What follows belongs to an exercise in optimizing a design on an open flow for small area, a short achievable clock period and few clock cycles per item; a production flow would make more cautious choices.
At most, simulation tests tie the RTL to the original design; equivalence was not proved.
No functional check of the RTL was part of run 1.
No activity file was given, so power comes from the tool's default toggle rates.

$ cat config.mk
export PLATFORM = sky130hd
export DESIGN_NAME = Out_of_Order_divider
export DESIGN_NICKNAME = Out_of_Order_divider
export VERILOG_FILES = /design/flow/design.v
export SDC_FILE = /design/flow/constraint.sdc
export NUM_CORES = 4
export LEC_CHECK = 0
export CAP_MARGIN = 20
export CORE_MARGIN = 2
export CORE_UTILIZATION = 40
export PLACE_DENSITY = 0.6
export SLEW_MARGIN = 20
$ cat constraint.sdc
create_clock -name core_clock -period 6.0 [get_ports {clk}]
set_input_delay 1.2000 -clock core_clock [delete_from_list [all_inputs] [get_ports {clk}]]
set_output_delay 1.2000 -clock core_clock [all_outputs]
set_load 0.01 [all_outputs]
$ cat design.v
module single_divider (Clk, a_in, d_in, q_out, r_out);
input Clk;
input [7:0] a_in, d_in;
output [7:0] q_out, r_out;
wire [0:0] x0 = a_in[7:7];
wire [1:0] b_0;
wire [0:0] df_0;
assign b_0[0] = 1'b0;
assign df_0[0] = x0[0] ^ d_in[0] ^ b_0[0];
assign b_0[1] = (~x0[0] & d_in[0]) | (~(x0[0] ^ d_in[0]) & b_0[0]);
wire ge_0 = (d_in[7:1] == 0) && !b_0[1];
wire [0:0] r1 = ge_0 ? df_0 : x0;
wire [0:0] qq1 = {ge_0};
wire [6:0] aa1 = a_in[6:0];
wire [1:0] x1 = {r1, aa1[6:6]};
wire [2:0] b_1;
wire [1:0] df_1;
assign b_1[0] = 1'b0;
assign df_1[0] = x1[0] ^ d_in[0] ^ b_1[0];
assign b_1[1] = (~x1[0] & d_in[0]) | (~(x1[0] ^ d_in[0]) & b_1[0]);
assign df_1[1] = x1[1] ^ d_in[1] ^ b_1[1];
assign b_1[2] = (~x1[1] & d_in[1]) | (~(x1[1] ^ d_in[1]) & b_1[1]);
wire ge_1 = (d_in[7:2] == 0) && !b_1[2];
wire [1:0] r2 = ge_1 ? df_1 : x1;
wire [1:0] qq2 = {qq1, ge_1};
wire [5:0] aa2 = aa1[5:0];
wire [2:0] x2 = {r2, aa2[5:5]};
wire [3:0] b_2;
wire [2:0] df_2;
assign b_2[0] = 1'b0;
assign df_2[0] = x2[0] ^ d_in[0] ^ b_2[0];
assign b_2[1] = (~x2[0] & d_in[0]) | (~(x2[0] ^ d_in[0]) & b_2[0]);
assign df_2[1] = x2[1] ^ d_in[1] ^ b_2[1];
assign b_2[2] = (~x2[1] & d_in[1]) | (~(x2[1] ^ d_in[1]) & b_2[1]);
assign df_2[2] = x2[2] ^ d_in[2] ^ b_2[2];
assign b_2[3] = (~x2[2] & d_in[2]) | (~(x2[2] ^ d_in[2]) & b_2[2]);
wire ge_2 = (d_in[7:3] == 0) && !b_2[3];
wire [2:0] r3 = ge_2 ? df_2 : x2;
wire [2:0] qq3 = {qq2, ge_2};
wire [4:0] aa3 = aa2[4:0];
reg [2:0] r_p1;
always @(posedge Clk) r_p1 <= r3;
reg [4:0] a_p1;
always @(posedge Clk) a_p1 <= aa3;
reg [2:0] q_p1;
always @(posedge Clk) q_p1 <= qq3;
reg [7:0] d_p1;
always @(posedge Clk) d_p1 <= d_in;
wire [3:0] x3 = {r_p1, a_p1[4:4]};
wire [4:0] b_3;
wire [3:0] df_3;
assign b_3[0] = 1'b0;
assign df_3[0] = x3[0] ^ d_p1[0] ^ b_3[0];
assign b_3[1] = (~x3[0] & d_p1[0]) | (~(x3[0] ^ d_p1[0]) & b_3[0]);
assign df_3[1] = x3[1] ^ d_p1[1] ^ b_3[1];
assign b_3[2] = (~x3[1] & d_p1[1]) | (~(x3[1] ^ d_p1[1]) & b_3[1]);
assign df_3[2] = x3[2] ^ d_p1[2] ^ b_3[2];
assign b_3[3] = (~x3[2] & d_p1[2]) | (~(x3[2] ^ d_p1[2]) & b_3[2]);
assign df_3[3] = x3[3] ^ d_p1[3] ^ b_3[3];
assign b_3[4] = (~x3[3] & d_p1[3]) | (~(x3[3] ^ d_p1[3]) & b_3[3]);
wire ge_3 = (d_p1[7:4] == 0) && !b_3[4];
wire [3:0] r4 = ge_3 ? df_3 : x3;
wire [3:0] qq4 = {q_p1, ge_3};
wire [3:0] aa4 = a_p1[3:0];
wire [4:0] x4 = {r4, aa4[3:3]};
wire [5:0] b_4;
wire [4:0] df_4;
assign b_4[0] = 1'b0;
assign df_4[0] = x4[0] ^ d_p1[0] ^ b_4[0];
assign b_4[1] = (~x4[0] & d_p1[0]) | (~(x4[0] ^ d_p1[0]) & b_4[0]);
assign df_4[1] = x4[1] ^ d_p1[1] ^ b_4[1];
assign b_4[2] = (~x4[1] & d_p1[1]) | (~(x4[1] ^ d_p1[1]) & b_4[1]);
assign df_4[2] = x4[2] ^ d_p1[2] ^ b_4[2];
assign b_4[3] = (~x4[2] & d_p1[2]) | (~(x4[2] ^ d_p1[2]) & b_4[2]);
assign df_4[3] = x4[3] ^ d_p1[3] ^ b_4[3];
assign b_4[4] = (~x4[3] & d_p1[3]) | (~(x4[3] ^ d_p1[3]) & b_4[3]);
assign df_4[4] = x4[4] ^ d_p1[4] ^ b_4[4];
assign b_4[5] = (~x4[4] & d_p1[4]) | (~(x4[4] ^ d_p1[4]) & b_4[4]);
wire ge_4 = (d_p1[7:5] == 0) && !b_4[5];
wire [4:0] r5 = ge_4 ? df_4 : x4;
wire [4:0] qq5 = {qq4, ge_4};
wire [2:0] aa5 = aa4[2:0];
wire [5:0] x5 = {r5, aa5[2:2]};
wire [6:0] b_5;
wire [5:0] df_5;
assign b_5[0] = 1'b0;
assign df_5[0] = x5[0] ^ d_p1[0] ^ b_5[0];
assign b_5[1] = (~x5[0] & d_p1[0]) | (~(x5[0] ^ d_p1[0]) & b_5[0]);
assign df_5[1] = x5[1] ^ d_p1[1] ^ b_5[1];
assign b_5[2] = (~x5[1] & d_p1[1]) | (~(x5[1] ^ d_p1[1]) & b_5[1]);
assign df_5[2] = x5[2] ^ d_p1[2] ^ b_5[2];
assign b_5[3] = (~x5[2] & d_p1[2]) | (~(x5[2] ^ d_p1[2]) & b_5[2]);
assign df_5[3] = x5[3] ^ d_p1[3] ^ b_5[3];
assign b_5[4] = (~x5[3] & d_p1[3]) | (~(x5[3] ^ d_p1[3]) & b_5[3]);
assign df_5[4] = x5[4] ^ d_p1[4] ^ b_5[4];
assign b_5[5] = (~x5[4] & d_p1[4]) | (~(x5[4] ^ d_p1[4]) & b_5[4]);
assign df_5[5] = x5[5] ^ d_p1[5] ^ b_5[5];
assign b_5[6] = (~x5[5] & d_p1[5]) | (~(x5[5] ^ d_p1[5]) & b_5[5]);
wire ge_5 = (d_p1[7:6] == 0) && !b_5[6];
wire [5:0] r6 = ge_5 ? df_5 : x5;
wire [5:0] qq6 = {qq5, ge_5};
wire [1:0] aa6 = aa5[1:0];
reg [5:0] r_p2;
always @(posedge Clk) r_p2 <= r6;
reg [1:0] a_p2;
always @(posedge Clk) a_p2 <= aa6;
reg [5:0] q_p2;
always @(posedge Clk) q_p2 <= qq6;
reg [7:0] d_p2;
always @(posedge Clk) d_p2 <= d_p1;
wire [6:0] x6 = {r_p2, a_p2[1:1]};
wire [7:0] b_6;
wire [6:0] df_6;
assign b_6[0] = 1'b0;
assign df_6[0] = x6[0] ^ d_p2[0] ^ b_6[0];
assign b_6[1] = (~x6[0] & d_p2[0]) | (~(x6[0] ^ d_p2[0]) & b_6[0]);
assign df_6[1] = x6[1] ^ d_p2[1] ^ b_6[1];
assign b_6[2] = (~x6[1] & d_p2[1]) | (~(x6[1] ^ d_p2[1]) & b_6[1]);
assign df_6[2] = x6[2] ^ d_p2[2] ^ b_6[2];
assign b_6[3] = (~x6[2] & d_p2[2]) | (~(x6[2] ^ d_p2[2]) & b_6[2]);
assign df_6[3] = x6[3] ^ d_p2[3] ^ b_6[3];
assign b_6[4] = (~x6[3] & d_p2[3]) | (~(x6[3] ^ d_p2[3]) & b_6[3]);
assign df_6[4] = x6[4] ^ d_p2[4] ^ b_6[4];
assign b_6[5] = (~x6[4] & d_p2[4]) | (~(x6[4] ^ d_p2[4]) & b_6[4]);
assign df_6[5] = x6[5] ^ d_p2[5] ^ b_6[5];
assign b_6[6] = (~x6[5] & d_p2[5]) | (~(x6[5] ^ d_p2[5]) & b_6[5]);
assign df_6[6] = x6[6] ^ d_p2[6] ^ b_6[6];
assign b_6[7] = (~x6[6] & d_p2[6]) | (~(x6[6] ^ d_p2[6]) & b_6[6]);
wire ge_6 = (d_p2[7:7] == 0) && !b_6[7];
wire [6:0] r7 = ge_6 ? df_6 : x6;
wire [6:0] qq7 = {q_p2, ge_6};
wire [0:0] aa7 = a_p2[0:0];
reg [6:0] r_p3;
always @(posedge Clk) r_p3 <= r7;
reg [0:0] a_p3;
always @(posedge Clk) a_p3 <= aa7;
reg [6:0] q_p3;
always @(posedge Clk) q_p3 <= qq7;
reg [7:0] d_p3;
always @(posedge Clk) d_p3 <= d_p2;
wire [7:0] x7 = {r_p3, a_p3[0:0]};
wire ge_7_1 = 1'b1 && (x7 >= d_p3[7:0]);
wire [7:0] df_7_1 = x7 - d_p3[7:0];
wire [7:0] r8 = ge_7_1 ? df_7_1 : x7;
wire [7:0] qq8 = {q_p3, ge_7_1};
reg [7:0] r_p4;
always @(posedge Clk) r_p4 <= r8;
reg [7:0] q_p4;
always @(posedge Clk) q_p4 <= qq8;
assign q_out = q_p4;
assign r_out = r_p4;
endmodule
`timescale 1 ns / 100 ps
module Out_of_Order_divider (clk, rst, start, memory_write_complete, dd_addr, dd_data, qr_we, qr_addr, qr_data);
input clk, rst, start;
output memory_write_complete;
output [4:0] dd_addr;
input [15:0] dd_data;
output qr_we;
output [4:0] qr_addr;
output [15:0] qr_data;
reg [5:0] cnt;
reg run;
wire last = run && (cnt == 6'd35);
always @(posedge clk, posedge rst)
begin
  if (rst) begin
    cnt <= 6'd0;
    run <= 1'b0;
  end else if (last) begin
    cnt <= 6'd0;
    run <= 1'b0;
  end else if (start || run) begin
    cnt <= cnt + 6'd1;
    run <= 1'b1;
  end
end
wire [5:0] wcnt = cnt - 6'd4;
assign dd_addr = cnt[4:0];
assign qr_we = run && (cnt >= 6'd4);
assign qr_addr = wcnt[4:0];
assign memory_write_complete = last;
single_divider divider (.Clk(clk), .a_in(dd_data[15:8]), .d_in(dd_data[7:0]), .q_out(qr_data[15:8]), .r_out(qr_data[7:0]));
endmodule
$ cat flow/run.sh
#!/bin/bash
# The standard layout, with every input and output port buffered by a
# sky130_fd_sc_hd__buf_1 instead of the resizer's default choice.
set -euo pipefail
bash standard.sh BUFFER_PORTS_ARGS="-buffer_cell sky130_fd_sc_hd__buf_1" ADDER_MAP_FILE= finish > standard.log 2>&1
$ cat standard.sh
#!/bin/bash
# synth_recipe.tcl (not shown) runs the flow's synth.tcl, then flattens the netlist and writes it again
# the make line also repeats each setting of config.mk as NAME=value (left out here)
make -C /OpenROAD-flow-scripts/flow DESIGN_CONFIG=/design/flow/config.mk WORK_HOME=/design/flow/orfs CLKGATE_MAP_FILE= SYNTH_SCRIPT=/design/flow/synth_recipe.tcl "${@:-finish}"
==> results of run 1 <==
==> area by class of cell <==
type | count | area share
inverters | 21 | 0.0184
well taps | 129 | 0.0376
clock inverters | 5 | 0.0248
clock buffers | 11 | 0.0330
multi-input cells | 268 | 0.432
repair buffers | 46 | 0.0403
flip-flops and latches | 87 | 0.414
==> sequential cells by signal, summed over array words and instances (netlist names), 2 cells and up <==
register      flops
divider.d_p2      8
cnt               6
divider.q_p2      6
divider.d_p1      8
divider.d_p3      8
divider.r_p4      8
divider.q_p1      3
divider.r_p2      6
divider.a_p1      5
divider.q_p3      7
divider.r_p3      7
divider.q_p4      8
divider.r_p1      3
divider.a_p2      2
==> synthesized netlist by cell type (6+ instances only) <==
cell type	instances	share of area
buf_4	11	0.022
a21oi_1	11	0.014
nor2b_1	8	0.013
xor2_1	8	0.018
xnor2_1	36	0.083
nand4_1	6	0.0099
inv_1	20	0.020
o21ai_0	20	0.026
nand3_1	10	0.013
dfrtp_1	7	0.046
dfxtp_1	80	0.42
maj3_1	8	0.021
nor2_1	38	0.037
nand2_1	29	0.029
==> report_power, final <==
part           internal [mW]  switching (mW)
clock                  0.289           0.197
combinational          0.154           0.193
sequential             0.659          0.0653
==> metal layers <==
layer	vias to the layer above	routed length [microns]	share of wire	global-route usage
met2	65	3430	0.48	0.242
met5	-	0	0	0
met1	1314	3240	0.45	0.186
met4	0	173	0.024	0.0728
li1	1431	-	-	-
met3	16	298	0.042	0.0373
==> worst min path at each step <==
stage,end,startpoint
2_1_floorplan,divider.a_p2[0]$_DFF_P_,divider.a_p1[0]$_DFF_P_
3_3_place_gp,divider.q_p3[5]$_DFF_P_,divider.q_p2[4]$_DFF_P_
3_5_place_dp,divider.q_p4[3]$_DFF_P_,divider.q_p3[2]$_DFF_P_
4_1_cts,divider.q_p4[5]$_DFF_P_,divider.q_p3[4]$_DFF_P_
5_1_grt,divider.q_p4[5]$_DFF_P_,divider.q_p3[4]$_DFF_P_
6_report,divider.q_p4[5]$_DFF_P_,divider.q_p3[4]$_DFF_P_
==> cells by family after synthesis <==
logic type / synth area share
multiplexers: 0.0112
XOR/XNOR: 0.101
flip-flops: 0.466
AND/OR/NAND/NOR: 0.197
adder cells (fa/ha/maj): 0.0240
AO/OA/AOI/OAI: 0.152
buffers and inverters: 0.0473
==> stage by stage <==
stage | util | cells | setup WS, ps | instance area [sq um]
3_3_place_gp | 0.437 | 551 | 1150 | 4040
6_report | 0.464 | 567 | 980 | 4290
4_1_cts | 0.464 | 567 | 1010 | 4290
2_1_floorplan | - | 391 | 1710 | 3810
3_5_place_dp | 0.437 | 551 | 1050 | 4040
5_1_grt | 0.464 | 567 | 606 | 4290
==> results.yml, run 1 <==
global_route:
  grt_pass1_wl_microns: 12200
  gr-total-overflow: 0
  antenna_found_initial: 0
  grt_usage: 0.150
  grt_max_degree: 16
  grt_pass1_vias: 2662
critical_path:
  start_kind: "flip-flop"
  critPathRequiredTime_ps: 6280
  worst-setup-path-type: "flip-flop to flip-flop"
  critPathCaptureType: "flip-flop"
  critPathBufInv: 0
  cp_top_family: "compound AO/OA/AOI/OAI gates"
  timing.critical_path.mode_cell: "a211oi_2"
  rr_startpoint: "divider.d_p1[0]$_DFF_P_"
  max_stage_delay_ps: 660
  crit_arrival_ps: 5300
  cp.depth: 16
  cp-startpoint: "divider.d_p1[0]$_DFF_P_"
  ff2ff_path_depth: 16
  path_cells: "nand2b_1 > maj3_2 > a2111oi_0 > nand4b_4 > o21ai_1 > and2_4 > a32o_2 > o21ai_2 > nor2_1 > or4_1 > a21oi_2 > a211oi_2 > a2111oi_4 > o32ai_2 > a211oi_2 > xnor2_1"
  slowest_stage: "dfxtp_1"
  timing.rr.end: "divider.r_p2[1]$_DFF_P_"
  r2r_slack_ps: 980
  path_max_fanout: 14
  endpoint: "divider.r_p2[1]$_DFF_P_"
die:
  die_h_microns: 102
  core-area_sq_mm: 0.00924
  die_x_microns: 102
  die_area_sq_mm: 0.0103
  io_pins: 47
  initial_core_util: 0.412
  rows: 35
timing:
  fin_crit_sh: 0.837
  fmax_mhz: 199
  holdWs_ps: 315
  finalSetupViolCount: 0
  tns_ps: 0
  hold_viol: 0
  skew_ps: 13.1
  maxSlewHeadroom: 0.584
  fin_crit_ps: 5020
  tightest_slew_ps: 620
  grt_setup_unrepaired: "no"
  drv_slew: 0
cts:
  cts_buffers: 9
  cts_hold_buffers: 0
  htreeDepth: 3
  post_cts_buffers: 0
  cts_resized: 0
  cts_tree: "done"
  clock-root-buffer: "clkbuf_8"
  clk_latency_ps: 350
  clock_sinks: 87
  clockBufferDepth: 2
  clkSlewWorstSetupHoldPaths_ps: 90
worst_hold_path:
  whs_path_depth: 0
  holdCritPathClass: "flip-flop to flip-flop"
power_and_ir_drop:
  p_total_mw: 1.56
  peakVddDrop_mv: 0.153
  powerDensity_mw_per_mm2: 363
  power_leakage_nw: 1.59
layout:
  final_common_cell: "dfxtp_1"
  regArea_sq_mm: 0.00178
  drive_gt1_frac: 0.114
  layout_common_cells: "dfxtp_1, buf_1, nor2_1"
  insertedDiodeCount: 0
  nets: 452
  multi_input_area_sq_mm: 0.00185
  areaGrowthSynthToFinish_pct: 12.6
  num-fill-cells: 913
route:
  vias_per_cell: 4.98
  drt-pass1-iter-count: 5
  vias: 2826
  drc: 0
  drt-initial-drc-count: 108
  ant_nets: 0
  wl_microns: 7150
  wl_per_cell_microns: 12.6
logic_synthesis:
  syn_nets: 410
  synth.distinct_cells: 68
  synth-async-reset-ratio: 0.0805
  syn_inst: 391
  yosysSeqAreaShare: 0.466
  ys_warn_count: 2
  ys.flop_type: "dfxtp_1"
  synth-edff-count: 0
  avgSynthCellArea_sq_um: 9.74
  netlist_area_sq_mm: 0.00381
  ys_seq_elements: 87
run_status:
  outcome: "no timing/DRC/antenna violations"
placement:
  portBuffers: 46
  dp_hpwl_microns: 5330
  place.gp.congestion: 0.874
job:
  max_cap_viol_count: 0
==> run 2, diff against run 1 <==
--- a/design.v
+++ b/design.v
@@ -80,35 +80,35 @@
 wire [4:0] r5 = ge_4 ? df_4 : x4;
 wire [4:0] qq5 = {qq4, ge_4};
 wire [2:0] aa5 = aa4[2:0];
-wire [5:0] x5 = {r5, aa5[2:2]};
+reg [4:0] r_p2;
+always @(posedge Clk) r_p2 <= r5;
+reg [2:0] a_p2;
+always @(posedge Clk) a_p2 <= aa5;
+reg [4:0] q_p2;
+always @(posedge Clk) q_p2 <= qq5;
+reg [7:0] d_p2;
+always @(posedge Clk) d_p2 <= d_p1;
+wire [5:0] x5 = {r_p2, a_p2[2:2]};
 wire [6:0] b_5;
 wire [5:0] df_5;
 assign b_5[0] = 1'b0;
-assign df_5[0] = x5[0] ^ d_p1[0] ^ b_5[0];
-assign b_5[1] = (~x5[0] & d_p1[0]) | (~(x5[0] ^ d_p1[0]) & b_5[0]);
-assign df_5[1] = x5[1] ^ d_p1[1] ^ b_5[1];
-assign b_5[2] = (~x5[1] & d_p1[1]) | (~(x5[1] ^ d_p1[1]) & b_5[1]);
-assign df_5[2] = x5[2] ^ d_p1[2] ^ b_5[2];
-assign b_5[3] = (~x5[2] & d_p1[2]) | (~(x5[2] ^ d_p1[2]) & b_5[2]);
-assign df_5[3] = x5[3] ^ d_p1[3] ^ b_5[3];
-assign b_5[4] = (~x5[3] & d_p1[3]) | (~(x5[3] ^ d_p1[3]) & b_5[3]);
-assign df_5[4] = x5[4] ^ d_p1[4] ^ b_5[4];
-assign b_5[5] = (~x5[4] & d_p1[4]) | (~(x5[4] ^ d_p1[4]) & b_5[4]);
-assign df_5[5] = x5[5] ^ d_p1[5] ^ b_5[5];
-assign b_5[6] = (~x5[5] & d_p1[5]) | (~(x5[5] ^ d_p1[5]) & b_5[5]);
-wire ge_5 = (d_p1[7:6] == 0) && !b_5[6];
+assign df_5[0] = x5[0] ^ d_p2[0] ^ b_5[0];
+assign b_5[1] = (~x5[0] & d_p2[0]) | (~(x5[0] ^ d_p2[0]) & b_5[0]);
+assign df_5[1] = x5[1] ^ d_p2[1] ^ b_5[1];
+assign b_5[2] = (~x5[1] & d_p2[1]) | (~(x5[1] ^ d_p2[1]) & b_5[1]);
+assign df_5[2] = x5[2] ^ d_p2[2] ^ b_5[2];
+assign b_5[3] = (~x5[2] & d_p2[2]) | (~(x5[2] ^ d_p2[2]) & b_5[2]);
+assign df_5[3] = x5[3] ^ d_p2[3] ^ b_5[3];
+assign b_5[4] = (~x5[3] & d_p2[3]) | (~(x5[3] ^ d_p2[3]) & b_5[3]);
+assign df_5[4] = x5[4] ^ d_p2[4] ^ b_5[4];
+assign b_5[5] = (~x5[4] & d_p2[4]) | (~(x5[4] ^ d_p2[4]) & b_5[4]);
+assign df_5[5] = x5[5] ^ d_p2[5] ^ b_5[5];
+assign b_5[6] = (~x5[5] & d_p2[5]) | (~(x5[5] ^ d_p2[5]) & b_5[5]);
+wire ge_5 = (d_p2[7:6] == 0) && !b_5[6];
 wire [5:0] r6 = ge_5 ? df_5 : x5;
-wire [5:0] qq6 = {qq5, ge_5};
-wire [1:0] aa6 = aa5[1:0];
-reg [5:0] r_p2;
-always @(posedge Clk) r_p2 <= r6;
-reg [1:0] a_p2;
-always @(posedge Clk) a_p2 <= aa6;
-reg [5:0] q_p2;
-always @(posedge Clk) q_p2 <= qq6;
-reg [7:0] d_p2;
-always @(posedge Clk) d_p2 <= d_p1;
-wire [6:0] x6 = {r_p2, a_p2[1:1]};
+wire [5:0] qq6 = {q_p2, ge_5};
+wire [1:0] aa6 = a_p2[1:0];
+wire [6:0] x6 = {r6, aa6[1:1]};
 wire [7:0] b_6;
 wire [6:0] df_6;
 assign b_6[0] = 1'b0;
@@ -128,8 +128,8 @@
 assign b_6[7] = (~x6[6] & d_p2[6]) | (~(x6[6] ^ d_p2[6]) & b_6[6]);
 wire ge_6 = (d_p2[7:7] == 0) && !b_6[7];
 wire [6:0] r7 = ge_6 ? df_6 : x6;
-wire [6:0] qq7 = {q_p2, ge_6};
-wire [0:0] aa7 = a_p2[0:0];
+wire [6:0] qq7 = {qq6, ge_6};
+wire [0:0] aa7 = aa6[0:0];
 reg [6:0] r_p3;
 always @(posedge Clk) r_p3 <= r7;
 reg [0:0] a_p3;
==> results.yml, run 2 <==
cts:
  cts_resized: 0
  clk_latency_ps: 360
  clock_sinks: 86
  cts_tree: "done"
  htreeDepth: 3
  clock-root-buffer: "clkbuf_8"
  clockBufferDepth: 2
  clkSlewWorstSetupHoldPaths_ps: 100
  post_cts_buffers: 0
  cts_hold_buffers: 0
  cts_buffers: 9
power_and_ir_drop:
  combPwrFrac: 0.233
  p_total_mw: 1.45
  powerDensity_mw_per_mm2: 346
  pwr-share-seq: 0.494
  switching_share: 0.334
  clkPwrFrac: 0.273
  peakVddDrop_mv: 0.111
  switchingPower_mw: 0.485
  power_leakage_nw: 1.57
  internal_power_mw: 0.965
job:
  max_cap_viol_count: 0
timing:
  skew_ps: 15.6
  drv_slew: 0
  maxSlewHeadroom: 0.621
  grt_setup_unrepaired: "no"
  fin_crit_ps: 3370
  fin_crit_sh: 0.562
  tightest_slew_ps: 565
  fmax_mhz: 297
  hold_viol: 0
  finalSetupViolCount: 0
  tns_ps: 0
logic_synthesis:
  syn_inst: 394
  ys.flop_type: "dfxtp_1"
  synth_commonest_cells: "dfxtp_1, xnor2_1, nand2_1"
  yosysSeqAreaShare: 0.464
  synth.distinct_cells: 69
  yosys.cell_count.top_type: "dfxtp_1"
  synth-async-reset-ratio: 0.0814
  ys_seq_elements: 86
  synth_top_area_frac: 0.418
  ys_warn_count: 2
  avgSynthCellArea_sq_um: 9.60
  synth_top_cells_by_area: "dfxtp_1, xnor2_1, dfrtp_1, nand2_1, xor2_1"
  synth-edff-count: 0
  yosysTopAreaCell: "dfxtp_1"
  netlist_area_sq_mm: 0.00378
  syn_nets: 413
placement:
  place_inst: 533
  dp_hpwl_microns: 4980
  postPlaceCellArea_sq_mm: 0.00400
  place.gp.congestion: 0.846
  portBuffers: 46
route:
  drt-initial-drc-count: 90
  dr_wl_met3_microns: 230
  ant_nets: 0
  drt-pass1-iter-count: 5
  vias: 2791
  wl_per_cell_microns: 12.2
  top_layer_used: "met4"
  routed-wl-met2_microns: 3350
  vias_per_cell: 5.08
  wl_microns: 6700
  drc: 0
  met1_length_microns: 3000
worst_hold_path:
  whs_path_depth: 0
  holdCritPathClass: "flip-flop to flip-flop"
global_route:
  grt_max_degree: 19
  grt_pass1_vias: 2598
  antenna_found_initial: 0
  gr-total-overflow: 0
  grt_pass1_wl_microns: 11400
  grt_usage: 0.140
layout:
  nets: 452
  areaGrowthSynthToFinish_pct: 10.9
  final_common_cell: "dfxtp_1"
  instances_no_fill: 549
  final_area_sq_mm: 0.00420
  layout_common_cells: "dfxtp_1, buf_1, xnor2_1"
  insertedDiodeCount: 0
  num-fill-cells: 896
  drive_gt1_frac: 0.0845
run_status:
  outcome: "no timing/DRC/antenna violations"
critical_path:
  start_kind: "primary input"
  worst-setup-path-type: "primary input to flip-flop"
  crit_arrival_ps: 3680
  critPathRequiredTime_ps: 6310
  critPathCaptureType: "flip-flop"
  ff2ff_path_depth: 11
  path_max_fanout: 5
die:
  rows: 35
  io_pins: 47
  core-area_sq_mm: 0.00920
  die_h_microns: 101
  initial_core_util: 0.411
  die_x_microns: 101
  die_area_sq_mm: 0.0103
[run 2: cell count changes after synthesis, moves of 3 or more]
cell      before  now
a21oi_2        4    1
a41oi_1        0    3
a21oi_1       11   14
nor2_1        38   23
nor3_2         3    0
inv_1         20   23
o21ai_0       20   16
xor2_1         8   13
nand2_1       29   35
maj3_2         1    6
buf_4         11    8
clkbuf_1       1    8
o21a_1         2    6
[run 2: cells by family (layout without fill, tap and decap cells)]
| family | count (synthesis) | after routing | share of synthesized area |
|---|---|---|---|
| flops | 86 | 86 | 0.464 |
| compound gates | 86 | 86 | 0.176 |
| xor+xnor | 50 | 50 | 0.116 |
| buf+inv | 42 | 86 | 0.0499 |
| simple gates | 117 | 117 | 0.157 |
| fa+ha+maj | 12 | 12 | 0.0337 |
| mux | 1 | 1 | 0.00265 |
[run 2: worst paths after layout]
kind	start	to	slack, ps
setup / recovery	dd_data[4]	divider.r_p1[1]$_DFF_P_	2630
hold / removal	divider.q_p2[3]$_DFF_P_	divider.q_p3[5]$_DFF_P_	330
setup reg to reg	divider.d_p2[1]$_DFF_P_	divider.r_p3[1]$_DFF_P_	2640
hold reg to reg	divider.q_p2[3]$_DFF_P_	divider.q_p3[5]$_DFF_P_	330
max in group asynchronous	rst	cnt[2]$_DFFE_PP0P_	5060
min in group asynchronous	rst	cnt[1]$_DFFE_PP0P_	720
[run 2: power groups by stage]
stage               clock network [mW]  logic [mW]  registers, mW
floorplan                            0       0.286          0.724
global placement                     0       0.336          0.728
CTS                              0.417       0.341          0.717
detailed placement                   0       0.341          0.730
global route                     0.441       0.383          0.731
finish                           0.396       0.337          0.717
[run 2: layer usage]
metal / GRT usage / vias up
met5: 0 / -
met4: 0.0644 / 0
met3: 0.0407 / 11
met2: 0.240 / 38
met1: 0.162 / 1298
li1: - / 1444
[run 2: final cells by class]
class                           count  area (sq um)  share of cell area
Inverter                           24          90.1              0.0215
Clock inverter                      7          75.1              0.0179
Multi-Input combinational cell    266          1840               0.438
Timing Repair Buffer               46           173              0.0412
Tap cell                          111           139              0.0331
Sequential cell                    86          1760               0.419
Clock buffer                        9           124              0.0295
[run 2: through the flow]
step                      worst slack (ps)   util  hold WS (ps)
final                                 2630  0.456           330
after global routing                  2390  0.456           333
after CTS                             2600  0.456           329
after detailed placement              2270  0.435           312
after global placement                2360  0.435           311
after floorplan                       2600      -           310
[run 2: worst max-delay path, stage by stage]
cell and delay, ps:
buf_1 80, or4_1 590, or3_1 380, o21bai_1 230, a31oi_1 220, o21a_1 190
maj3_1 170, nor3_1 80, nand3_1 90, a21boi_0 170, o221ai_1 140, a21oi_1 120
Testbench counts of run 2, summed over its fixed seeds: cycles 6,912, jobs 192.
==> run 3, diff against run 2 <==
--- a/config.mk
+++ b/config.mk
@@ -9,4 +9,5 @@
 export CORE_MARGIN = 2
 export CORE_UTILIZATION = 40
 export PLACE_DENSITY = 0.6
+export SETUP_SLACK_MARGIN = 3.0
 export SLEW_MARGIN = 20
==> results.yml, run 3 <==
run_status:
  outcome: "no timing/DRC/antenna violations"
placement:
  place.gp.congestion: 0.843
  post-place-ws_ps: 2430
  dp_hpwl_microns: 4970
  portBuffers: 46
  place_inst: 533
timing:
  finalSetupViolCount: 0
  skew_ps: 11.6
  hold_viol: 0
  fmax_mhz: 325
  worst_slack_ps: 2920
  maxSlewHeadroom: 0.681
  tns_ps: 0
  grt_setup_unrepaired: "yes"
  fin_crit_ps: 3080
  tightest_slew_ps: 478
  fin_crit_sh: 0.513
  drv_slew: 0
logic_synthesis:
  ys.flop_type: "dfxtp_1"
  ys_seq_elements: 86
  ys_warn_count: 2
  synth_commonest_cells: "dfxtp_1, xnor2_1, nand2_1"
  synth-edff-count: 0
  yosysTopAreaCell: "dfxtp_1"
  synth-async-reset-ratio: 0.0814
  synth_compound_area_frac: 0.176
  synth_mux_area_frac: 0.00265
  synth_top_area_frac: 0.418
  netlist_area_sq_mm: 0.00378
  yosys.cell_count.top_type: "dfxtp_1"
  syn_inst: 394
  synth-simple-area-share: 0.157
  synth_xor_xnor_area_share: 0.116
  synth_adder_area_share: 0.0337
  synth.distinct_cells: 69
  yosysSeqAreaShare: 0.464
  synth_top_family_by_area: "compound AO/OA/AOI/OAI gates"
  syn_nets: 413
  avgSynthCellArea_sq_um: 9.60
  synth_top_cells_by_area: "dfxtp_1, xnor2_1, dfrtp_1, nand2_1, xor2_1"
critical_path:
  critPathBufInv: 1
  worst-setup-path-type: "primary input to flip-flop"
  path_cells: "buf_1 > or4_4 > or3_4 > o21bai_4 > a21oi_2 > o21a_1 > maj3_2 > nor3_2 > nand3_1 > a21boi_2 > o221ai_2 > a21oi_1"
  path_max_fanout: 5
  critPathCaptureType: "flip-flop"
  start_kind: "primary input"
  max_stage_delay_ps: 550
  cp_top_family: "simple AND/OR/NAND/NOR gates"
  slowest_stage: "or4_4"
  critPathRequiredTime_ps: 6290
  crit_arrival_ps: 3370
global_route:
  grt_usage: 0.143
  grt_max_degree: 19
  grt_pass1_wl_microns: 11600
  antenna_found_initial: 0
  grt_pass1_vias: 2604
  gr-total-overflow: 0
cts:
  clkSlewWorstSetupHoldPaths_ps: 100
  clock-root-buffer: "clkbuf_8"
  clockBufferDepth: 2
  cts_buffers: 9
  clock_sinks: 86
  clk_latency_ps: 360
  cts_tree: "done"
  htreeDepth: 3
  cts_hold_buffers: 0
die:
  rows: 35
  die_x_microns: 101
  core-area_sq_mm: 0.00920
  die_h_microns: 101
  die_area_sq_mm: 0.0103
  initial_core_util: 0.411
  io_pins: 47
power_and_ir_drop:
  power_leakage_nw: 1.72
  p_total_mw: 1.51
  powerDensity_mw_per_mm2: 327
  peakVddDrop_mv: 0.129
layout:
  final_common_cell: "dfxtp_1"
  instances_no_fill: 569
  layout_common_cells: "dfxtp_1, buf_1, xnor2_1"
  nets: 472
  drive_gt1_frac: 0.229
  areaGrowthSynthToFinish_pct: 22.0
  num-fill-cells: 868
  utilization: 0.502
  insertedDiodeCount: 0
worst_hold_path:
  holdCritPathClass: "flip-flop to flip-flop"
route:
  drc: 0
  drt-initial-drc-count: 54
  wl_per_cell_microns: 12.4
  drt-pass1-iter-count: 4
  wl_microns: 7060
  ant_nets: 0
  vias_per_cell: 5.08
  vias: 2891
job:
  max_cap_viol_count: 0
==> run 3: cell counts after synthesis <==
No cell type changed its count.
==> run 3: worst paths after layout <==
| kind | startpoint | endpoint | slack (ps) | cells after the start |
|---|---|---|---|---|
| worst max-delay path | dd_data[6] | divider.r_p1[1]$_DFF_P_ | 2920 | 12 |
| worst min-delay path | divider.a_p1[2]$_DFF_P_ | divider.a_p2[2]$_DFF_P_ | 330 | 0 |
| worst max register to register | divider.d_p2[2]$_DFF_P_ | divider.r_p3[1]$_DFF_P_ | 2990 | 11 |
| worst min register to register | divider.a_p1[2]$_DFF_P_ | divider.a_p2[2]$_DFF_P_ | 330 | 0 |
| max in group asynchronous | rst | cnt[4]$_DFFE_PP0P_ | 5070 | 2 |
| min in group asynchronous | rst | cnt[1]$_DFFE_PP0P_ | 720 | 2 |
==> run 3: layout make-up <==
cell class | instances | area (sq um) | share of cell area
Clock buffer | 9 | 124 | 0.0268
Clock inverter | 7 | 76.3 | 0.0165
Inverter | 24 | 90.1 | 0.0195
Multi-Input combinational cell | 266 | 2070 | 0.449
Sequential cell | 86 | 1790 | 0.387
Tap cell | 111 | 139 | 0.0301
Timing Repair Buffer | 66 | 327 | 0.0708
==> run 3: stage by stage <==
stage | hold WS, ps | cell area [sq um]
after global placement | 310 | 4030
final | 331 | 4620
after CTS | 330 | 4380
after global routing | 337 | 4620
after detailed placement | 312 | 4030
after floorplan | 310 | 3820
==> run 3: power by group <==
part / leakage, nW / internal [mW] / switching [mW]
sequential: 0.742 / 0.649 / 0.0668
combinational: 0.878 / 0.181 / 0.209
clock: 0.103 / 0.166 / 0.237
==> run 3: what timing repair did <==
item                                    4_1_cts  5_1_grt
buffers inserted                              8       12
resized for setup                            23       38
pin swaps                                    15       26
endpoints found under the setup margin       19       20
==> run 3: cells by family (layout without fill, tap and decap cells) <==
family | count (synthesis) | count (layout)
simple gates | 117 | 117
compound gates | 86 | 86
flops | 86 | 86
xor+xnor | 50 | 50
buf+inv | 42 | 106
fa+ha+maj | 12 | 12
mux | 1 | 1
==> run 3: per-layer routing <==
metal  GRT usage  wire length, microns  part of all wire
met1       0.169                  3110              0.44
met2       0.244                  3630              0.51
met3      0.0373                   220             0.031
met4      0.0613                    99             0.014
met5           0                     0                 0
==> run 4, diff against run 3 <==
--- a/config.mk
+++ b/config.mk
@@ -9,5 +9,5 @@
 export CORE_MARGIN = 2
 export CORE_UTILIZATION = 40
 export PLACE_DENSITY = 0.6
-export SETUP_SLACK_MARGIN = 3.0
+export SETUP_SLACK_MARGIN = 3.3
 export SLEW_MARGIN = 20
==> results.yml, run 4 <==
run_status:
  outcome: "no timing/DRC/antenna violations"
power_and_ir_drop:
  pwr-share-seq: 0.450
  internal_power_mw: 1.04
  switching_share: 0.342
  peakVddDrop_mv: 0.129
  clkPwrFrac: 0.256
  switchingPower_mw: 0.539
  power_leakage_nw: 1.86
  combPwrFrac: 0.294
  powerDensity_mw_per_mm2: 322
timing:
  finalSetupViolCount: 0
  skew_ps: 15.1
  maxSlewHeadroom: 0.681
  tns_ps: 0
  tightest_slew_ps: 478
  hold_viol: 0
  drv_slew: 0
  fin_crit_ps: 3170
  fmax_mhz: 315
  fin_crit_sh: 0.529
  grt_setup_unrepaired: "yes"
logic_synthesis:
  ys_warn_count: 2
  ys_seq_elements: 86
  yosys.cell_count.top_type: "dfxtp_1"
  synth.distinct_cells: 69
  avgSynthCellArea_sq_um: 9.60
  synth-edff-count: 0
  syn_nets: 413
  synth_commonest_cells: "dfxtp_1, xnor2_1, nand2_1"
  synth-async-reset-ratio: 0.0814
  ys.flop_type: "dfxtp_1"
  yosysSeqAreaShare: 0.464
  synth_top_cells_by_area: "dfxtp_1, xnor2_1, dfrtp_1, nand2_1, xor2_1"
  synth_top_area_frac: 0.418
  yosysTopAreaCell: "dfxtp_1"
  netlist_area_sq_mm: 0.00378
  syn_inst: 394
cts:
  clock-root-buffer: "clkbuf_8"
  clock_sinks: 86
  cts_buffers: 9
  htreeDepth: 3
  cts_hold_buffers: 0
  clkSlewWorstSetupHoldPaths_ps: 110
  clk_latency_ps: 370
  cts_tree: "done"
  clockBufferDepth: 2
die:
  rows: 35
  core-area_sq_mm: 0.00920
  io_pins: 47
  die_h_microns: 101
  die_area_sq_mm: 0.0103
  initial_core_util: 0.411
  die_x_microns: 101
layout:
  areaGrowthSynthToFinish_pct: 29.6
  insertedDiodeCount: 0
  final_common_cell: "dfxtp_1"
  instances_no_fill: 592
  nets: 495
  num-fill-cells: 851
  drive_gt1_frac: 0.312
  layout_common_cells: "dfxtp_1, buf_1, buf_4"
route:
  vias_per_cell: 5.10
  wl_per_cell_microns: 13.1
  drc: 0
  drt-initial-drc-count: 94
  drt-pass1-iter-count: 4
  ant_nets: 0
  wl_microns: 7730
  vias: 3018
critical_path:
  crit_arrival_ps: 3480
  critPathCaptureType: "flip-flop"
  critPathRequiredTime_ps: 6300
  path_max_fanout: 5
  worst-setup-path-type: "primary input to flip-flop"
  start_kind: "primary input"
  ff2ff_path_depth: 11
  r2r_slack_ps: 3070
placement:
  place_inst: 533
  portBuffers: 46
  place.gp.congestion: 0.829
  dp_hpwl_microns: 5070
global_route:
  grt_pass1_vias: 2691
  grt_max_degree: 19
  antenna_found_initial: 0
  gr-total-overflow: 0
  grt_pass1_wl_microns: 12200
  grt_usage: 0.150
job:
  max_cap_viol_count: 0
worst_hold_path:
  whs_path_depth: 0
  holdCritPathClass: "flip-flop to flip-flop"
-- run 4: critical path: stages --
cell	delay, ps
buf_1	80
or4_4	550
or3_4	350
o21bai_4	200
a31oi_2	200
o21a_1	170
maj3_2	180
nor3_2	60
nand3_1	70
a21boi_2	150
o221ai_1	110
a21oi_1	140
-- run 4: power groups by stage --
stage / combinational (mW) / clock (mW) / sequential, mW
4_1_cts: 0.419 / 0.418 / 0.712
6_report: 0.464 / 0.403 / 0.710
2_1_floorplan: 0.302 / 0 / 0.725
3_3_place_gp: 0.350 / 0 / 0.730
3_5_place_dp: 0.356 / 0 / 0.733
5_1_grt: 0.509 / 0.446 / 0.722
-- run 4: repair_timing --
action                     CTS  global route
resized for setup           44            26
setup endpoints to repair   27            26
buffers inserted            27            16
pin swaps                   36            24
-- run 4: cells by family (layout without fill, tap and decap cells) --
family | count (synthesis) | after routing | synth area share
adder cells (fa/ha/maj) | 12 | 12 | 0.0337
XOR/XNOR | 50 | 50 | 0.116
AND/OR/NAND/NOR | 117 | 117 | 0.157
multiplexers | 1 | 1 | 0.00265
flip-flops | 86 | 86 | 0.464
AO/OA/AOI/OAI | 86 | 86 | 0.176
buffers and inverters | 42 | 129 | 0.0499
-- run 4: layout make-up --
cell class	count	area, sq um	area share
well taps	111	139	0.0283
multi-input cells	266	2170	0.443
inverters	24	90.1	0.0184
clock inverters	7	76.3	0.0156
flip-flops and latches	86	1790	0.366
repair buffers	89	508	0.104
clock buffers	9	124	0.0253
-- run 4: stage by stage --
step	total power, mW	hold WS (ps)	area [sq um]	util	worst slack, ps
5_1_grt	1.68	339	4900	0.533	2750
6_report	1.58	332	4900	0.533	2830
4_1_cts	1.55	333	4660	0.507	2920
3_3_place_gp	1.08	311	4120	0.448	2520
3_5_place_dp	1.09	312	4120	0.448	2440
2_1_floorplan	1.03	309	3920	-	2700
-- run 4: path summary, 6_finish.rpt --
kind                                           end               startpoint
setup / recovery           divider.r_p1[1]$_DFF_P_               dd_data[6]
hold reg to reg            divider.a_p2[2]$_DFF_P_  divider.a_p1[2]$_DFF_P_
min in group asynchronous       cnt[1]$_DFFE_PP0P_                      rst
hold / removal             divider.a_p2[2]$_DFF_P_  divider.a_p1[2]$_DFF_P_
max in group asynchronous       cnt[3]$_DFFE_PP0P_                      rst
setup reg to reg           divider.r_p4[5]$_DFF_P_  divider.d_p3[0]$_DFF_P_
-- run 4: metal layers --
layer,wire length (microns),GRT usage,vias to the layer above
met3,287,0.0442,10
met2,4000,0.254,59
met5,0,0,-
li1,-,-,1532
met1,3320,0.180,1417
met4,119,0.0561,0
==> run 5, diff against run 4 <==
--- a/config.mk
+++ b/config.mk
@@ -8,6 +8,7 @@
 export CAP_MARGIN = 20
 export CORE_MARGIN = 2
 export CORE_UTILIZATION = 40
+export CTS_CLUSTER_DIAMETER = 100
+export CTS_CLUSTER_SIZE = 40
 export PLACE_DENSITY = 0.6
-export SETUP_SLACK_MARGIN = 3.3
 export SLEW_MARGIN = 20
==> results.yml, run 5 <==
logic_synthesis:
  avgSynthCellArea_sq_um: 9.60
  yosys.cell_count.top_type: "dfxtp_1"
  netlist_area_sq_mm: 0.00378
  synth_top_area_frac: 0.418
  synth_commonest_cells: "dfxtp_1, xnor2_1, nand2_1"
  yosysSeqAreaShare: 0.464
  ys_warn_count: 2
  yosysTopAreaCell: "dfxtp_1"
  synth-edff-count: 0
  synth.distinct_cells: 69
  ys.flop_type: "dfxtp_1"
  synth_top_cells_by_area: "dfxtp_1, xnor2_1, dfrtp_1, nand2_1, xor2_1"
  syn_nets: 413
  ys_seq_elements: 86
  synth-async-reset-ratio: 0.0814
  syn_inst: 394
global_route:
  gr-total-overflow: 0
  gr-max-usage-layer: "met2"
  use_met1: 0.162
  grt_use_met2: 0.240
  antenna_found_initial: 0
  grt_pass1_wl_microns: 11400
  grt_usage: 0.140
  grt_pass1_vias: 2598
  use_met3: 0.0407
  grt_max_degree: 19
cts:
  cts_resized: 0
  cts_buffers: 9
  clkSlewWorstSetupHoldPaths_ps: 100
  htreeDepth: 3
  clock-root-buffer: "clkbuf_8"
  clockBufferDepth: 2
  clock_sinks: 86
  cts_hold_buffers: 0
  post_cts_buffers: 0
  cts_tree: "done"
  clk_latency_ps: 360
job:
  max_cap_viol_count: 0
route:
  ant_nets: 0
  drt-initial-drc-count: 90
  vias_per_cell: 5.08
  drc: 0
  wl_microns: 6700
  wl_per_cell_microns: 12.2
  drt-pass1-iter-count: 5
  vias: 2791
layout:
  layout_common_cells: "dfxtp_1, buf_1, xnor2_1"
  insertedDiodeCount: 0
  nets: 452
  drive_gt1_frac: 0.0845
  instances_no_fill: 549
  areaGrowthSynthToFinish_pct: 10.9
  final_common_cell: "dfxtp_1"
power_and_ir_drop:
  powerDensity_mw_per_mm2: 346
  peakVddDrop_mv: 0.111
  power_leakage_nw: 1.57
  p_total_mw: 1.45
critical_path:
  path_max_fanout: 5
  rr_startpoint: "divider.d_p2[1]$_DFF_P_"
  start_kind: "primary input"
  critPathRequiredTime_ps: 6310
  worst-setup-path-type: "primary input to flip-flop"
  critPathCaptureType: "flip-flop"
  ff2ff_path_depth: 11
  crit_arrival_ps: 3680
  timing.rr.end: "divider.r_p3[1]$_DFF_P_"
  r2r_slack_ps: 2640
timing:
  worst_slack_ps: 2630
  hold_viol: 0
  drv_slew: 0
  skew_ps: 15.6
  maxSlewHeadroom: 0.621
  finalSetupViolCount: 0
  tightest_slew_ps: 565
  grt_setup_unrepaired: "no"
  fin_crit_ps: 3370
  fin_crit_sh: 0.562
  tns_ps: 0
  fmax_mhz: 297
run_status:
  outcome: "no timing/DRC/antenna violations"
placement:
  place_inst: 533
  post-place-ws_ps: 2270
  place.gp.congestion: 0.846
  dp_hpwl_microns: 4980
  portBuffers: 46
die:
  io_pins: 47
  core-area_sq_mm: 0.00920
  rows: 35
  die_h_microns: 101
  initial_core_util: 0.411
  die_x_microns: 101
  die_area_sq_mm: 0.0103
worst_hold_path:
  hold_end: "divider.q_p3[5]$_DFF_P_"
  whs_path_depth: 0
  holdCritPathClass: "flip-flop to flip-flop"
  hp-start: "divider.q_p2[3]$_DFF_P_"
run 5: area by class of cell:
cell class              instances  area (sq um)
fillers                       896          5000
multi-input cells             266          1840
flip-flops and latches         86          1760
repair buffers                 46           173
well taps                     111           139
clock buffers                   9           124
inverters                      24          90.1
clock inverters                 7          75.1
run 5: power breakdown:
group          total [mW]  switching, mW  internal, mW  leakage [nW]
clock network       0.396          0.232         0.164        0.0981
logic               0.337          0.185         0.152         0.729
registers           0.717         0.0674         0.650         0.740
run 5: critical path: stages:
cell      delay, ps
buf_1            80
or4_1           590
or3_1           380
o21bai_1        230
a31oi_1         220
o21a_1          190
maj3_1          170
nor3_1           80
nand3_1          90
a21boi_0        170
o221ai_1        140
a21oi_1         120
run 5: cell families (layout without fill, tap and decap cells):
family / count (synthesis) / in the layout / synth area share
AOI/OAI and AO/OA: 86 / 86 / 0.176
xor gates and xnor gates: 50 / 50 / 0.116
adders and majority gates: 12 / 12 / 0.0337
buffers and inverters: 42 / 86 / 0.0499
DFF: 86 / 86 / 0.464
muxes: 1 / 1 / 0.00265
and+or+nand+nor: 117 / 117 / 0.157
run 5: worst max path at each step:
stage                            start  cells past startpoint                      end
2_1_floorplan               dd_data[4]                     11  divider.r_p1[1]$_DFF_P_
3_3_place_gp                dd_data[4]                     12  divider.r_p1[1]$_DFF_P_
3_5_place_dp                dd_data[4]                     12  divider.r_p1[1]$_DFF_P_
4_1_cts        divider.d_p2[1]$_DFF_P_                     11  divider.r_p3[1]$_DFF_P_
5_1_grt                     dd_data[4]                     12  divider.r_p1[1]$_DFF_P_
6_report                    dd_data[4]                     12  divider.r_p1[1]$_DFF_P_
run 5: per-stage QoR:
stage | hold slack, ps | utilization | cell area [sq um]
after global routing | 333 | 0.456 | 4200
after global placement | 311 | 0.435 | 4000
after detailed placement | 312 | 0.435 | 4000
final | 330 | 0.456 | 4200
after CTS | 329 | 0.456 | 4200
after floorplan | 310 | - | 3780
run 5: per-layer routing:
metal  routed length [microns]  part of all wire
met1                      3000              0.45
met2                      3350              0.50
met3                       230             0.034
met4                       112             0.017
met5                         0                 0
==> run 6, diff against run 5 <==
--- a/config.mk
+++ b/config.mk
@@ -7,8 +7,6 @@
 export LEC_CHECK = 0
 export CAP_MARGIN = 20
 export CORE_MARGIN = 2
-export CORE_UTILIZATION = 40
-export CTS_CLUSTER_DIAMETER = 100
-export CTS_CLUSTER_SIZE = 40
-export PLACE_DENSITY = 0.6
+export CORE_UTILIZATION = 55
+export PLACE_DENSITY = 0.75
 export SLEW_MARGIN = 20
==> results.yml, run 6 <==
route:
  vias_per_cell: 5.53
  ant_nets: 0
  wl_microns: 6310
  wl_per_cell_microns: 12.2
  drc: 0
  vias: 2863
  drt-pass1-iter-count: 4
  drt-initial-drc-count: 133
cts:
  clockBufferDepth: 2
  cts_hold_buffers: 0
  post_cts_buffers: 0
  cts_tree: "done"
  clock_sinks: 86
  cts_resized: 0
  htreeDepth: 3
  clock-root-buffer: "clkbuf_8"
  clk_latency_ps: 350
  clkSlewWorstSetupHoldPaths_ps: 90
  cts_buffers: 9
timing:
  holdWs_ps: 332
  maxSlewHeadroom: 0.623
  skew_ps: 6.68
  tightest_slew_ps: 561
  fin_crit_sh: 0.566
  hold_viol: 0
  grt_setup_unrepaired: "no"
  tns_ps: 0
  worst_slack_ps: 2600
  finalSetupViolCount: 0
  fmax_mhz: 294
  fin_crit_ps: 3400
  drv_slew: 0
logic_synthesis:
  syn_inst: 394
  synth_commonest_cells: "dfxtp_1, xnor2_1, nand2_1"
  synth.distinct_cells: 69
  ys_seq_elements: 86
  ys.flop_type: "dfxtp_1"
  yosysTopAreaCell: "dfxtp_1"
  yosys.cell_count.top_type: "dfxtp_1"
  netlist_area_sq_mm: 0.00378
  synth_top_area_frac: 0.418
  syn_nets: 413
  synth-edff-count: 0
  avgSynthCellArea_sq_um: 9.60
  yosysSeqAreaShare: 0.464
  synth-async-reset-ratio: 0.0814
  synth_top_cells_by_area: "dfxtp_1, xnor2_1, dfrtp_1, nand2_1, xor2_1"
  ys_warn_count: 2
layout:
  insertedDiodeCount: 0
  areaGrowthSynthToFinish_pct: 11.2
  layout_common_cells: "dfxtp_1, buf_1, xnor2_1"
  nets: 452
  final_common_cell: "dfxtp_1"
  drive_gt1_frac: 0.0845
  num-fill-cells: 584
global_route:
  gr-total-overflow: 0
  grt_pass1_wl_microns: 11000
  antenna_found_initial: 0
  grt_pass1_vias: 2566
  grt_use_met2: 0.312
  grt_usage: 0.180
  use_met1: 0.207
  gr-max-usage-layer: "met2"
  grt_max_degree: 17
  use_met3: 0.0502
die:
  die_area_sq_mm: 0.00756
  die_h_microns: 86.9
  io_pins: 47
  die_x_microns: 86.9
  initial_core_util: 0.563
  core-area_sq_mm: 0.00672
  rows: 30
power_and_ir_drop:
  power_leakage_nw: 1.60
  clkPwrFrac: 0.320
  powerDensity_mw_per_mm2: 368
  peakVddDrop_mv: 0.158
  switchingPower_mw: 0.465
  switching_share: 0.300
  internal_power_mw: 1.08
  combPwrFrac: 0.219
  pwr-share-seq: 0.462
critical_path:
  r2r_slack_ps: 2640
  critPathCaptureType: "flip-flop"
  start_kind: "primary input"
  crit_arrival_ps: 3690
  worst-setup-path-type: "primary input to flip-flop"
  path_max_fanout: 5
  critPathRequiredTime_ps: 6290
run_status:
  outcome: "no timing/DRC/antenna violations"
placement:
  portBuffers: 46
  place.gp.congestion: 0.893
  post-place-ws_ps: 2240
  dp_hpwl_microns: 4730
worst_hold_path:
  holdCritPathClass: "flip-flop to flip-flop"
job:
  max_cap_viol_count: 0
[run 6: cell counts after synthesis]
Identical to the previous run, type by type.
[run 6: per-layer routing]
layer | part of all wire | up-vias | wire length (microns)
met5 | 0 | - | 0
met4 | 0.018 | 0 | 113
li1 | - | 1450 | -
met3 | 0.038 | 14 | 242
met1 | 0.44 | 1343 | 2750
met2 | 0.51 | 56 | 3200
[run 6: path summary, 6_finish.rpt]
path | start | endpoint | depth (start not counted)
hold / removal | divider.q_p1[2]$_DFF_P_ | divider.q_p2[4]$_DFF_P_ | 0
setup / recovery | dd_data[4] | divider.r_p1[1]$_DFF_P_ | 12
max in group asynchronous | rst | run$_DFFE_PP0P_ | 2
min in group asynchronous | rst | cnt[3]$_DFFE_PP0P_ | 2
setup reg to reg | divider.d_p2[1]$_DFF_P_ | divider.r_p3[1]$_DFF_P_ | 11
hold reg to reg | divider.q_p1[2]$_DFF_P_ | divider.q_p2[4]$_DFF_P_ | 0
[run 6: cell families (layout without fill, tap and decap cells)]
family	after synthesis	in the layout	share of synthesized area
AOI/OAI and AO/OA	86	86	0.176
adders and majority gates	12	12	0.0337
buffers and inverters	42	86	0.0499
xor gates and xnor gates	50	50	0.116
DFF	86	86	0.464
and+or+nand+nor	117	117	0.157
muxes	1	1	0.00265
[run 6: area by class of cell]
cell class	instances	area, sq um	area share
multi-input cells	266	1840	0.437
flip-flops and latches	86	1760	0.418
repair buffers	46	173	0.0410
clock inverters	7	125	0.0297
clock buffers	9	124	0.0294
well taps	80	100	0.0238
inverters	24	90.1	0.0214
[run 6: stage by stage]
stage	power, mW	util	std cells	instance area, sq um
6_report	1.55	0.626	518	4210
5_1_grt	1.64	0.626	518	4210
4_1_cts	1.57	0.626	518	4210
3_5_place_dp	1.07	0.589	502	3960
3_3_place_gp	1.06	0.589	502	3960
2_1_floorplan	1.01	-	394	3780
[run 6: worst max-delay path, cell delays in order]
cell	delay, ps
buf_1	80
or4_1	580
or3_1	370
o21bai_1	240
a21oi_1	230
o21a_1	170
maj3_1	170
nor3_1	80
nand3_1	100
a21boi_0	190
o221ai_1	140
a21oi_1	130
[run 6: power groups by stage]
stage | Combinational, mW | Sequential (mW) | Clock, mW
final | 0.339 | 0.715 | 0.495
after global routing | 0.382 | 0.729 | 0.533
after CTS | 0.342 | 0.715 | 0.508
after detailed placement | 0.341 | 0.729 | 0
after global placement | 0.332 | 0.726 | 0
after floorplan | 0.286 | 0.724 | 0
==> run 7, diff against run 6 <==
==> flow/run.sh (replaced) <==
#!/bin/bash
# The standard layout, with every input and output port buffered by a
# sky130_fd_sc_hd__buf_1 instead of the resizer's default choice.
set -euo pipefail
bash standard.sh BUFFER_PORTS_ARGS="-buffer_cell sky130_fd_sc_hd__buf_1"  finish > standard.log 2>&1
--- a/config.mk
+++ b/config.mk
@@ -7,6 +7,6 @@
 export LEC_CHECK = 0
 export CAP_MARGIN = 20
 export CORE_MARGIN = 2
-export CORE_UTILIZATION = 55
-export PLACE_DENSITY = 0.75
+export CORE_UTILIZATION = 40
+export PLACE_DENSITY = 0.6
 export SLEW_MARGIN = 20
==> results.yml, run 7 <==
run_status:
  outcome: "no timing/DRC/antenna violations"
die:
  initial_core_util: 0.412
  die_area_sq_mm: 0.00975
  core-area_sq_mm: 0.00872
  die_x_microns: 98.8
  io_pins: 47
  rows: 34
  die_h_microns: 98.8
layout:
  areaGrowthSynthToFinish_pct: 11.5
  final_common_cell: "dfxtp_1"
  num-fill-cells: 826
  nets: 432
  layout_common_cells: "dfxtp_1, inv_1, buf_1"
  instances_no_fill: 482
  insertedDiodeCount: 0
  drive_gt1_frac: 0.0856
  final_area_sq_mm: 0.00401
timing:
  hold_viol: 0
  fin_crit_ps: 5590
  drv_slew: 0
  finalSetupViolCount: 0
  skew_ps: 9.51
  fmax_mhz: 179
  holdWs_ps: 322
  maxSlewHeadroom: 0.653
  tightest_slew_ps: 520
  fin_crit_sh: 0.932
  grt_setup_unrepaired: "no"
  tns_ps: 0
route:
  vias: 2225
  drt-initial-drc-count: 60
  wl_per_cell_microns: 11.5
  wl_microns: 5530
  ant_nets: 0
  drt-pass1-iter-count: 4
  vias_per_cell: 4.62
  drc: 0
critical_path:
  slowest_stage: "fa_1"
  timing.critical_path.mode_cell: "fa_1"
  path_max_fanout: 9
  ff2ff_path_depth: 19
  rr_startpoint: "divider.d_p2[0]$_DFF_P_"
  timing.rr.end: "divider.r_p3[1]$_DFF_P_"
  max_stage_delay_ps: 450
  r2r_slack_ps: 410
  crit_arrival_ps: 5820
  start_kind: "flip-flop"
  critPathCaptureType: "flip-flop"
  critPathRequiredTime_ps: 6230
  path_cells: "ha_1 > inv_1 > fa_1 > fa_1 > fa_1 > fa_1 > inv_1 > fa_1 > or3_1 > o21ai_0 > fa_1 > fa_1 > fa_1 > fa_1 > fa_1 > inv_1 > fa_1 > or2_2 > mux2_2"
  worst-setup-path-type: "flip-flop to flip-flop"
cts:
  clock_sinks: 86
  clk_latency_ps: 350
  cts_buffers: 9
  post_cts_buffers: 0
  cts_resized: 0
  htreeDepth: 3
  clockBufferDepth: 2
  clkSlewWorstSetupHoldPaths_ps: 80
  clock-root-buffer: "clkbuf_8"
  cts_hold_buffers: 0
  cts_tree: "done"
logic_synthesis:
  ys_warn_count: 2
  ys.flop_type: "dfxtp_1"
  synth-edff-count: 0
  synth_top_area_frac: 0.440
  yosys.cell_count.top_type: "dfxtp_1"
  syn_nets: 386
  netlist_area_sq_mm: 0.00359
  avgSynthCellArea_sq_um: 11.1
  ys_seq_elements: 86
  synth_top_cells_by_area: "dfxtp_1, fa_1, ha_1, inv_1, dfrtp_1"
  yosysTopAreaCell: "dfxtp_1"
  synth-async-reset-ratio: 0.0814
  syn_inst: 325
  synth.distinct_cells: 44
  yosysSeqAreaShare: 0.489
  synth_commonest_cells: "dfxtp_1, inv_1, fa_1, nand2_1"
placement:
  place_inst: 468
  postPlaceCellArea_sq_mm: 0.00383
  dp_hpwl_microns: 4340
  place.gp.congestion: 0.833
  portBuffers: 46
power_and_ir_drop:
  powerDensity_mw_per_mm2: 377
  internal_power_mw: 1.03
  switching_share: 0.318
  clkPwrFrac: 0.246
  power_leakage_nw: 1.82
  pwr-share-seq: 0.472
  combPwrFrac: 0.282
  switchingPower_mw: 0.480
  peakVddDrop_mv: 0.133
worst_hold_path:
  holdCritPathClass: "flip-flop to flip-flop"
  hold_end: "divider.a_p2[1]$_DFF_P_"
  hp-start: "divider.a_p1[1]$_DFF_P_"
  whs_path_depth: 0
job:
  max_cap_viol_count: 0
global_route:
  grt_pass1_vias: 2190
  grt_pass1_wl_microns: 9560
  antenna_found_initial: 0
  grt_usage: 0.122
  grt_max_degree: 14
  gr-total-overflow: 0
[run 7: changes by cell type in the layout (fill, tap and decap cells not counted), moves of 6 or more]
cell     change
xor2_1       -9
mux2_2       +8
maj3_2       -6
xnor2_1     -33
a21oi_1      -7
mux2i_1      +6
nor2b_1      -8
inv_1       +28
maj3_1       -6
fa_1        +22
ha_1        +20
nand2_1     -13
[run 7: per-layer routing]
metal	part of all wire	vias to the layer above	track usage
met4	0.011	0	0.0421
met3	0.044	7	0.0475
li1	-	1133	-
met1	0.45	1047	0.146
met5	0	-	0
met2	0.49	38	0.203
[run 7: how the worst max path moves through the flow]
stage                            startpoint                      end  slack (ps)
floorplan           divider.d_p2[0]$_DFF_P_  divider.r_p3[6]$_DFF_P_         550
global placement    divider.d_p2[0]$_DFF_P_  divider.r_p3[1]$_DFF_P_         540
detailed placement  divider.d_p2[0]$_DFF_P_  divider.r_p3[1]$_DFF_P_         430
CTS                 divider.d_p2[0]$_DFF_P_  divider.r_p3[1]$_DFF_P_         400
global route        divider.d_p2[0]$_DFF_P_  divider.r_p3[4]$_DFF_P_          80
finish              divider.d_p2[0]$_DFF_P_  divider.r_p3[1]$_DFF_P_         410
[run 7: logic make-up (layout without fill, tap and decap cells)]
logic type	Yosys count	after routing	synth area share
compound gates	42	42	0.0798
xor+xnor	8	8	0.0195
fa+ha+maj	42	42	0.192
buf+inv	63	112	0.0752
flops	86	86	0.489
mux	16	16	0.0488
simple gates	68	68	0.0954
[run 7: stage by stage]
step           setup WS [ps]  power [mW]  utilization
2_1_floorplan            549        1.06            -
3_3_place_gp             540        1.15        0.439
3_5_place_dp             430        1.16        0.439
4_1_cts                  401        1.54        0.459
5_1_grt                 77.5        1.63        0.459
6_report                 408        1.51        0.459
[run 7: area by class of cell]
| type | instances | area [sq um] | share of cell area |
|---|---|---|---|
| multi-input combinational | 176 | 1570 | 0.391 |
| clock inverter | 4 | 50.0 | 0.0125 |
| sequential | 86 | 1760 | 0.438 |
| clock buffer | 10 | 128 | 0.0319 |
| tap | 108 | 135 | 0.0337 |
| inverter | 51 | 191 | 0.0478 |
| timing repair buffer | 47 | 180 | 0.0450 |
[run 7: power groups by stage]
stage	Clock [mW]	Combinational, mW	Sequential (mW)
2_1_floorplan	0	0.334	0.730
3_3_place_gp	0	0.419	0.727
3_5_place_dp	0	0.429	0.728
4_1_cts	0.390	0.432	0.715
5_1_grt	0.411	0.488	0.727
6_report	0.372	0.427	0.713
[run 7: critical path, delay by kind of cell (launching register included)]
family / cells / cell delay, ps
buffers and inverters: 3 / 210
adders and majority gates: 12 / 3960
muxes: 1 / 340
AOI/OAI and AO/OA: 1 / 200
and+or+nand+nor: 2 / 400
DFF: 1 / 360

-- static timing again, ports no longer ideal --
How much do the figures lean on ideal ports? The routed layouts below were timed once more, with nothing changed but the port constraints. Step 1 (the two cells are an assumption about what drives the block):
set clk [get_ports {clk}]
set_driving_cell -lib_cell sky130_fd_sc_hd__clkbuf_16 $clk
set_driving_cell -lib_cell sky130_fd_sc_hd__buf_2 [delete_from_list [all_inputs] $clk]
Step 2 moves the port delays by t, midway between the first and last clock arrival at a register: inputs arrive t later, outputs are due t later. That takes back most of the time a late clock gives input paths. Three values: ideal ports, drivers, drivers and shift; two values: the first two.
run | t, ns | slack for setup (ns) | latest minus earliest clock arrival (ns) | cell pins on the clock port's net
run 1 | 0.374 | 0.980 / 0.980 / 0.980 | 0.013 / 0.014 | 1
run 2 | 0.387 | 2.628 / 2.638 / 2.251 | 0.016 / 0.016 | 1
run 3 | 0.385 | 2.923 / 2.928 / 2.544 | 0.011 / 0.011 | 1
run 4 | 0.398 | 2.826 / 2.840 / 2.442 | 0.015 / 0.015 | 1
run 5 | 0.387 | 2.628 / 2.638 / 2.251 | 0.016 / 0.016 | 1
run 6 | 0.376 | 2.602 / 2.608 / 2.232 | 0.007 / 0.007 | 1
run 7 | 0.370 | 0.408 / 0.408 / 0.408 | 0.009 / 0.010 | 1
After both steps every run listed still meets setup and hold. The setup slack of run 4, which loses most, moves by +0.014 ns with the drivers and by -0.384 ns with both steps.
